From an optimization exercise on the open Yosys and OpenROAD flow, aimed at small area and a short achievable clock period; shortcuts taken in it are not production practice.
The RTL of this run was laid out without a check of its function.
No activity file was given, so power comes from the tool's default toggle rates.

--- design/flow/constraint.sdc ---
create_clock -name core_clock -period 5.8 [get_ports {Clock}]
set_input_delay 1.1600 -clock core_clock [delete_from_list [all_inputs] [get_ports {Clock}]]
set_output_delay 1.1600 -clock core_clock [all_outputs]
set_load 0.01 [all_outputs]
--- design/flow/run.sh ---
#!/bin/bash
# synth_recipe.tcl (not shown) runs the flow's synth.tcl, then flattens the netlist and writes it again
# the make line also repeats each setting of config.mk as NAME=value (left out here)
make -C /OpenROAD-flow-scripts/flow DESIGN_CONFIG=/design/flow/config.mk WORK_HOME=/design/flow/orfs CLKGATE_MAP_FILE= SYNTH_SCRIPT=/design/flow/synth_recipe.tcl finish
--- design/flow/design.v ---
module PE (
    input  wire         Clock,
    input  wire         rst_n,
    input  wire         data_clear,
    input  wire         en_b_shift_bottom,
    input  wire         en_shift_right,
    input  wire         en_shift_bottom,
    input  wire [5:0]   step,        
    input  wire         busy,        
    input  wire         clr_acc,     
    input  wire         valid,       
    input  wire [15:0]  b_in,
    input  wire [15:0]  a_in,
    input  wire [15:0]  ps_in,
    output wire [15:0]  a_shift_to_right,
    output wire [15:0]  b_shift_to_bottom,
    output wire [15:0]  partial_sum_to_bottom
);
    reg [15:0] a_reg;
    reg [15:0] b_reg;
    reg [15:0] acc;
    reg [15:0] ps_reg;
    always @(posedge Clock)
        if (en_shift_right) a_reg <= a_in;
    always @(posedge Clock)
        if (en_b_shift_bottom) b_reg <= b_in;
    assign a_shift_to_right  = a_reg;
    assign b_shift_to_bottom = b_reg;
    reg  [2:0] gq;
    wire [2:0] gnext = ({3{step[0]}} & b_reg[14:12])
                     | ({3{step[1]}} & b_reg[11:9])
                     | ({3{step[2]}} & b_reg[8:6])
                     | ({3{step[3]}} & b_reg[5:3])
                     | ({3{step[4]}} & b_reg[2:0]);
    always @(posedge Clock or negedge rst_n) begin
        if (!rst_n)
            gq <= 3'd0;
        else if (clr_acc)
            gq <= 3'd0;
        else
            gq <= gnext & {3{valid}};
    end
    wire [2:0] ge = {gq[2:1], gq[0] | (step[0] & valid & b_reg[15])};
    wire [15:0] pp0 = a_reg & {16{ge[0]}};
    wire [15:0] pp1 = {a_reg[14:0] & {15{ge[1]}}, 1'b0};
    wire [15:0] pp2 = {a_reg[13:0] & {14{ge[2]}}, 2'b00};
    always @(posedge Clock or negedge rst_n) begin
        if (!rst_n)
            acc <= 16'd0;
        else if (clr_acc)
            acc <= 16'd0;
        else if (busy)
            acc <= {acc[12:0], 3'b000} + pp0 + pp1 + pp2;
    end
    always @(posedge Clock or negedge rst_n) begin
        if (!rst_n)
            ps_reg <= 16'd0;
        else if (data_clear)
            ps_reg <= 16'd0;
        else if (en_shift_bottom)
            ps_reg <= ps_in + acc;
    end
    assign partial_sum_to_bottom = ps_reg;
endmodule
`timescale 1ns / 1ps
module SystolicArray4x4 (
    input  wire         Clock,
    input  wire         rst_n,
    input  wire         data_clear,
    input  wire         en_b_shift_bottom,
    input  wire         en_shift_right,
    input  wire         en_shift_bottom,
    input  wire [63:0]  a_left_in_flat,
    input  wire [63:0]  b_top_in_flat,
    input  wire [63:0]  ps_top_in_flat,
    output wire [63:0]  ps_bottom_out_flat
);
    reg [3:0] nz_a;
    reg [3:0] nz_b;
    reg [5:0] step;
    always @(posedge Clock or negedge rst_n) begin
        if (!rst_n)
            nz_a <= 4'b0000;
        else if (data_clear)
            nz_a <= 4'b0000;
        else if (en_shift_right)
            nz_a <= {nz_a[2:0], 1'b1};
    end
    always @(posedge Clock or negedge rst_n) begin
        if (!rst_n)
            nz_b <= 4'b0000;
        else if (en_b_shift_bottom)
            nz_b <= {nz_b[2:0], 1'b1};
    end
    wire load = en_shift_right | en_b_shift_bottom;
    always @(posedge Clock or negedge rst_n) begin
        if (!rst_n)
            step <= 6'd0;
        else if (load)
            step <= 6'b000001;
        else
            step <= {step[4:0], 1'b0};
    end
    wire busy    = |step;
    wire clr_acc = load | data_clear;
    wire [15:0] a_wire  [0:3][0:3];
    wire [15:0] b_wire  [0:3][0:3];
    wire [15:0] ps_wire [0:3][0:3];
    genvar r, c;
    generate
        for (r = 0; r < 4; r = r + 1) begin : ROW_BLOCK
            for (c = 0; c < 4; c = c + 1) begin : COL_BLOCK
                wire [15:0] a_in  = (c == 0) ? a_left_in_flat[16*r +: 16] : a_wire[r][c-1];
                wire [15:0] b_in  = (r == 0) ? b_top_in_flat[16*c +: 16]  : b_wire[r-1][c];
                wire [15:0] ps_in = (r == 0) ? ps_top_in_flat[16*c +: 16] : ps_wire[r-1][c];
                PE u_pe (
                    .Clock                  (Clock),
                    .rst_n                  (rst_n),
                    .data_clear             (data_clear),
                    .en_b_shift_bottom      (en_b_shift_bottom),
                    .en_shift_right         (en_shift_right),
                    .en_shift_bottom        (en_shift_bottom),
                    .step                   (step),
                    .busy                   (busy),
                    .clr_acc                (clr_acc),
                    .valid                  (nz_a[c] & nz_b[r]),
                    .b_in                   (b_in),
                    .a_in                   (a_in),
                    .ps_in                  (ps_in),
                    .a_shift_to_right       (a_wire[r][c]),
                    .b_shift_to_bottom      (b_wire[r][c]),
                    .partial_sum_to_bottom  (ps_wire[r][c])
                );
            end
        end
        for (c = 0; c < 4; c = c + 1) begin : OUT_MAP
            assign ps_bottom_out_flat[16*c +: 16] = ps_wire[3][c];
        end
    endgenerate
endmodule
--- design/flow/config.mk ---
export PLATFORM = sky130hd
export DESIGN_NAME = SystolicArray4x4
export DESIGN_NICKNAME = SystolicArray4x4
export VERILOG_FILES = /design/flow/design.v
export SDC_FILE = /design/flow/constraint.sdc
export NUM_CORES = 4
export LEC_CHECK = 0
export CAP_MARGIN = 20
export CORE_MARGIN = 2
export CORE_UTILIZATION = 40
export PLACE_DENSITY = 0.6
export SETUP_SLACK_MARGIN = 3.0
export SLEW_MARGIN = 20
==> reports/qor.txt <==
outcome: finished clean
clock skew: 0.04361 ns
yosys warns: 2
Placed Instances: 9613
reg2reg path depth: 16
commonest non-fill, non-tap cells in the layout: inv_1 (916), nand2_1 (653), dfrtp_1 (557)
Die Span Y: 430.2 um
CP Launch Type: flop
Total GRT Usage: 0.2420
via count: 54.00k
CP max stage cell: fa_1
Mapped Avg Cell Area: 10.13 um^2
reg2reg end: ROW_BLOCK[3].COL_BLOCK[0].u_pe.acc[15]
critical path cell sequence: and2_4, a31o_4, and2_4, fa_1, inv_1, fa_1, inv_2, ha_4, fa_2, a21oi_4, o22ai_2, o41ai_4, o21ai_2, a21oi_2, xnor2_1, a21oi_1
drt first pass iters: 7
commonest non-fill, non-tap cell in the layout: inv_1
Slew headroom: 0.2025
Setup CP Type: reg2reg
Root Buffer Master: clkbuf_16
Worst EP required: 6.44 ns
largest net degree at the start of global routing: 176
final setup violation count: 0
post-route antenna net violation count: 0
dpl hpwl: 165200 um
initial antenna violation count: 12
Critical Path Fanout Max: 6
maximum root-to-sink buffer count: 3
Sink Count: 1086
Area growth syn-to-layout: 22.91%
post-route setup TNS: 0 ns
initial detailed-routing violation count: 4364
max_cap viols: 0
RSZ-0062 raised after global routing: yes
syn_nets: 8267
Worst Setup SP: step[0]
Layout Nets: 8720
layout cells sized above 1: 0.1707
post-synthesis register bit count: 1086
worst path arrival time: 4.72 ns
Leakage: 39.08 nW
EDFF count, synth: 512
Slew Viols, Final: 0
core area: 0.1805 mm^2
prevailing post-synth register cell: dfrtp_1
Final Cycle Share: 0.7042
vias in the first global route: 54.08k
clock latency on the worst-skew pair: 0.80 ns
sequential-to-total area share from yosys stat: 0.4093
I/O Pins: 262
Finished Layout Cells: 10.12k
CTS tree: yes
Slew @ Worst Pin: 1.196 ns
die area: 0.1851 mm^2
# H-tree levels: 4
Starting Density: 0.4024
Post-synth ARST share: 0.5285
Unique masters post-synth: 83
Mapped Cells: 7173
final wirelength: 227700 um
post-synthesis cell area: 0.07265 mm^2
die width: 430.2 um
VDD IR max: 0.0002077 V
CTS buffer count: 131
power per cell area: 210.4 mW/mm^2
gr ovfl total: 0
IO Port Bufs: 261
global-route wire length before repair: 339000 um
Worst path max stage delay: 0.51 ns
r2r setup slk: 1.72 ns
gpl congestion: 0.9060
Clock Pin Slew Worst Setup and Hold Paths: 0.06 ns
Critical Path Sink Type: flop
post-layout min period: 4.085 ns
fmax: 0.2448 GHz
Avg Vias per Cell: 5.338
RR Startpoint: step[0]
row count: 156
Fin. Hold Viols: 0
Post-route DRC: 0
WL per Instance: 22.51 um
Min-Delay Path Class: in2async
# fillers: 16.08k
per-stage QoR:
step	power [mW]	util	hold slack, ns	setup WS [ns]	cell area [um^2]
after global routing	19.41	0.4945	0.4372	1.622	89280
after detailed placement	10.41	0.4435	0.4334	1.491	80070
final	18.79	0.4946	0.3805	1.715	89290
after global placement	10.38	0.4435	0.4287	1.553	80070
after floorplan	9.561	-	0.4260	1.955	75040
after CTS	18.89	0.4837	0.4432	1.774	87330
area by class of cell:
type / count / area (um^2) / area share
Multi-Input combinational cell: 4849 / 43090 / 0.4825
Clock buffer: 167 / 3533 / 0.03957
Inverter: 1001 / 3757 / 0.04208
Sequential cell: 1086 / 29760 / 0.3333
Tap cell: 2370 / 2965 / 0.03321
Clock inverter: 73 / 867.1 / 0.009710
Timing Repair Buffer: 557 / 5288 / 0.05922
Antenna cell: 14 / 35.03 / 0.0003923
cell usage after synthesis, drive strengths merged, types with 11 or more instances:
cell    count  area, um^2
a211oi    100       755.7
a21boi     23       172.7
a21o      105       797.0
a21oi     439        2201
a221oi     14       147.6
a222oi     48       480.5
a22o       34       297.8
a22oi      48       360.4
a31o       25       219.0
a31oi      49       306.5
and2      588        3679
and3       22       137.6
buf        56       259.0
clkbuf    187       701.9
dfrtp     574       14360
edfxtp    512       15370
fa        432        8648
ha        464        5806
inv      1000        3754
mux2i      99       991.0
nand2     674        2530
nand2b     49       306.5
nand3     134       670.6
nand4      11       68.82
nor2      327        1227
nor2b      26       162.7
nor3       67       350.3
nor4b      29       254.0
o211ai     13       97.59
o21a       27       202.7
o21ai     307        1540
o21bai     33       247.7
o22ai      17       106.4
o31ai      43       322.8
o41ai      17       148.9
or2        12       75.07
or3        40       250.2
or4        13       97.59
xnor2     235        2058
xor2      179        1568
what timing repair did:
action	in CTS	in global routing
pin swaps	265	209
hold buffers	0	0
buffers inserted	169	72
gates cloned	8	1
endpoints found under the setup margin	295	241
resized for setup	346	314
per-layer routing:
metal | vias to the layer above | global-route usage | wire [um]
met3 | 396 | 0.03460 | 10750
met2 | 1413 | 0.3935 | 108100
met4 | 8 | 0.1189 | 12090
met5 | - | 0 | 60
met1 | 27070 | 0.3169 | 96680
li1 | 25110 | - | -
critical path: cells and delay by family, from the launching register on:
family | cells | cell delay [ns]
adders and majority gates | 4 | 1.50
AOI/OAI and AO/OA | 7 | 1.35
buffers and inverters | 2 | 0.10
and+or+nand+nor | 2 | 0.38
DFF | 1 | 0.45
xor gates and xnor gates | 1 | 0.13
worst max-delay path by stage:
| stage | end |
|---|---|
| floorplan | ROW_BLOCK[1].COL_BLOCK[2].u_pe.acc[13] |
| global placement | ROW_BLOCK[3].COL_BLOCK[0].u_pe.acc[15] |
| detailed placement | ROW_BLOCK[3].COL_BLOCK[0].u_pe.acc[15] |
| CTS | ROW_BLOCK[3].COL_BLOCK[0].u_pe.acc[15] |
| global route | ROW_BLOCK[3].COL_BLOCK[3].u_pe.acc[15] |
| finish | ROW_BLOCK[3].COL_BLOCK[0].u_pe.acc[15] |
power by group:
group | switching, mW | internal, mW | total (mW)
logic | 0.961 | 0.591 | 1.55
registers | 0.349 | 8.47 | 8.82
clock network | 3.64 | 4.77 | 8.41
total | 4.95 | 13.8 | 18.8
cells by family (layout without fill, tap and decap cells):
family          after synthesis  in the layout  synth area share
xor+xnor                    414            414           0.04991
compound gates             1406           1414            0.1243
fa+ha+maj                   896            896            0.1990
flops                      1086           1086            0.4093
buf+inv                    1246           1798           0.06522
simple gates               2023           2023            0.1382
other cells                   0             14                 0
mux                         102            102           0.01411

## port drivers added, routing unchanged
Ports are ideal in the flow. The routed layout listed here was re-timed in OpenROAD. Step 1, drivers: a clkbuf_16 drives Clock and a buf_2 each remaining input, both assumed. Step 2 also shifts input and output timing later by t, the mid clock arrival at the registers, as if the neighbouring blocks saw the same clock. Three values: ideal ports, drivers, drivers and shift; two values: the first two.
t (ns): 0.861
slack for setup (ns): 1.715 / 1.715 / 1.715
clock arrival spread, ns: 0.047 / 0.048
After both steps this run still meets setup and hold. For this run, drivers alone change the setup slack by 0.000 ns; drivers and shift together by 0.000 ns.
